What follows belongs to an exercise in optimizing a design on an open flow for small area and a short achievable clock period; a production flow would make more cautious choices. The RTL was checked by simulation tests, not by an equivalence proof against the original design. Power and IR drop assume default switching activity.

Design thinpad_cpu, start of the top module:
module thinpad_cpu(
    input wire clk,
    input wire rst,
    output wire uart_rdn,
    output wire uart_wrn,
    input wire uart_dataready,
    input wire uart_tbre,
    input wire uart_tsre,
    input  wire[31:0] base_ram_data_i,
    output wire[31:0] base_ram_data_o,
    output wire base_ram_data_oe,
    output wire[19:0] base_ram_addr,
    output wire[3:0] base_ram_be_n,
    output wire base_ram_ce_n,
    output wire base_ram_oe_n,
    output wire base_ram_we_n,
    input  wire[31:0] ext_ram_data_i,
    output wire[31:0] ext_ram_data_o,
    output wire ext_ram_data_oe,
    output wire[19:0] ext_ram_addr,
    output wire[3:0] ext_ram_be_n,
    output wire ext_ram_ce_n,
    output wire ext_ram_oe_n,
    output wire ext_ram_we_n
);
    genvar g;
    reg [31:0] PC;
    reg [31:0] ID_Instruction;
    reg [31:0] ID_PC_4;             
    reg        EX_MemRead, EX_MemWrite, EX_rw, EX_isBr, LastFlush;
    reg        EX_beq, EX_ismovn, EX_fwdALU, EX_op0;
    reg        EX_sADD, EX_sub, EX_sAND, EX_sOR, EX_sXOR, EX_sSL, EX_sSR, EX_sMOV, EX_fill;
    reg [1:0]  EX_m2r;
    reg [4:0]  EX_Rw;
    reg [31:0] EX_in1, EX_in2, EX_D2, EX_PCX;
    reg        MEM_MemRead, MEM_MemWrite, MEM_wen;
    reg        MEM_op0, MEM_uf8, MEM_ufc, MEM_base;
    reg [1:0]  MEM_m2r;
    reg [4:0]  MEM_Rw;
    reg [31:0] MEM_ALU, MEM_D2;
    reg [30:0] MEM_link;
    reg        WB_wen;
    reg [4:0]  WB_Rw;
    wire [5:0] op = ID_Instruction[31:26];
    wire [5:0] fn = ID_Instruction[5:0];
    wire [4:0] rs = ID_Instruction[25:21];
    wire [4:0] rt = ID_Instruction[20:16];
    wire [4:0] rd = ID_Instruction[15:11];
    wire [15:0] imm = ID_Instruction[15:0];
    wire opz = (op == 6'h00);
    wire Exception = ~ID_PC_4[31] &
        ~(opz & (fn == 6'h21 | fn == 6'h24 | fn == 6'h08 | fn == 6'h0b |
  ...
Settings: LEC_CHECK=0, CAP_MARGIN=20, CORE_MARGIN=2, CORE_UTILIZATION=30, PLACE_DENSITY=0.5, SLEW_MARGIN=20; clock period 11.0 ns.
standard.sh (not shown) runs the stock make flow with config.mk's settings and CLKGATE_MAP_FILE= SYNTH_SCRIPT=/design/flow/synth_recipe.tcl, a recipe that flattens the netlist after the stock synthesis.
==> flow/flow/run.sh <==
#!/bin/bash
set -euo pipefail
bash standard.sh SETUP_SLACK_MARGIN=6.4 \
  "BUFFER_PORTS_ARGS=-buffer_cell sky130_fd_sc_hd__buf_2" \
  "CTS_ARGS=-sink_clustering_enable -repair_clock_nets -dont_use_dummy_load -sink_clustering_size 20 -sink_clustering_max_diameter 60 -buf_list sky130_fd_sc_hd__clkbuf_16" \
  finish > standard_flow.log 2>&1
The starting point finished clean.
==> next run, changes <==
==> flow/flow/run.sh (replaced) <==
#!/bin/bash
set -euo pipefail
bash standard.sh SETUP_SLACK_MARGIN=6.2 \
  "BUFFER_PORTS_ARGS=-buffer_cell sky130_fd_sc_hd__buf_2" \
  "CTS_ARGS=-sink_clustering_enable -repair_clock_nets -dont_use_dummy_load -sink_clustering_size 20 -sink_clustering_max_diameter 60 -buf_list sky130_fd_sc_hd__clkbuf_16" \
  finish > standard_flow.log 2>&1
Effect:
- wire length went down by 2.1%
- synthesized cell count stays the same
- sequential power went up by about 0.6%
- worst setup slack got worse by 59 ps
- design area went down by 1.3%
==> next run, changes <==
==> flow/flow/run.sh (replaced) <==
#!/bin/bash
set -euo pipefail
bash standard.sh SETUP_SLACK_MARGIN=6.4 \
  "BUFFER_PORTS_ARGS=-buffer_cell sky130_fd_sc_hd__buf_2" \
  finish > standard_flow.log 2>&1
Sequential share of layout area falls by 2.0 points.
Die area is unchanged.
Worst setup slack gains 110 ps.
Worst hold slack improves by 5.0 ps.
Routed wire length rose by a few percent.
Final cell count goes up by a few percent.
Clock-buffer cell count is higher by 77.
==> next run, changes <==
==> flow/flow/run.sh (replaced) <==
#!/bin/bash
set -euo pipefail
bash standard.sh SETUP_SLACK_MARGIN=6.1 \
  "BUFFER_PORTS_ARGS=-buffer_cell sky130_fd_sc_hd__buf_2" \
  "CTS_ARGS=-sink_clustering_enable -repair_clock_nets -dont_use_dummy_load -sink_clustering_size 28 -sink_clustering_max_diameter 80 -buf_list sky130_fd_sc_hd__clkbuf_16" \
  finish > standard_flow.log 2>&1
Settings changed: CAP_MARGIN 20 to 5, SLEW_MARGIN 20 to 5.
Worst setup slack is worse by 59 ps.
Critical path depth increases by 8.
Count of clock-buffer cells in the layout came out lower by 112.
Total power drops by about 11%.

## afterwards: timing with drivers on the ports
In the flow no input, the clock included, has a driving cell. The finished layouts below were timed again as built, in two steps.
Step 1, drivers: a clkbuf_16 drives clk and a buf_2 each remaining input, both assumed.
Step 2 also shifts input and output timing later by t, the mid clock arrival at the registers, as if the neighbouring blocks saw the same clock.
a / b / c = ideal ports / drivers / drivers and shift; a / b = the first two.
run	shift t [ns]	slack for setup (ns)	clock arrival spread, ns	worst data-port slew with drivers (ns)	cell pins on the clock port's net
the first run	0.860	5.948 / 5.923 / 5.343	0.131 / 0.131	0.13	1
the second run	0.880	5.889 / 5.823 / 5.339	0.123 / 0.123	0.11	1
the third run	0.920	5.997 / 5.946 / 5.388	0.045 / 0.044	0.13	1
the fourth run	0.830	5.938 / 5.934 / 5.309	0.156 / 0.157	0.16	1
After both steps every run listed still meets setup and hold. For the fourth run, which loses most, drivers alone change the setup slack by -0.004 ns; drivers and shift together by -0.629 ns.
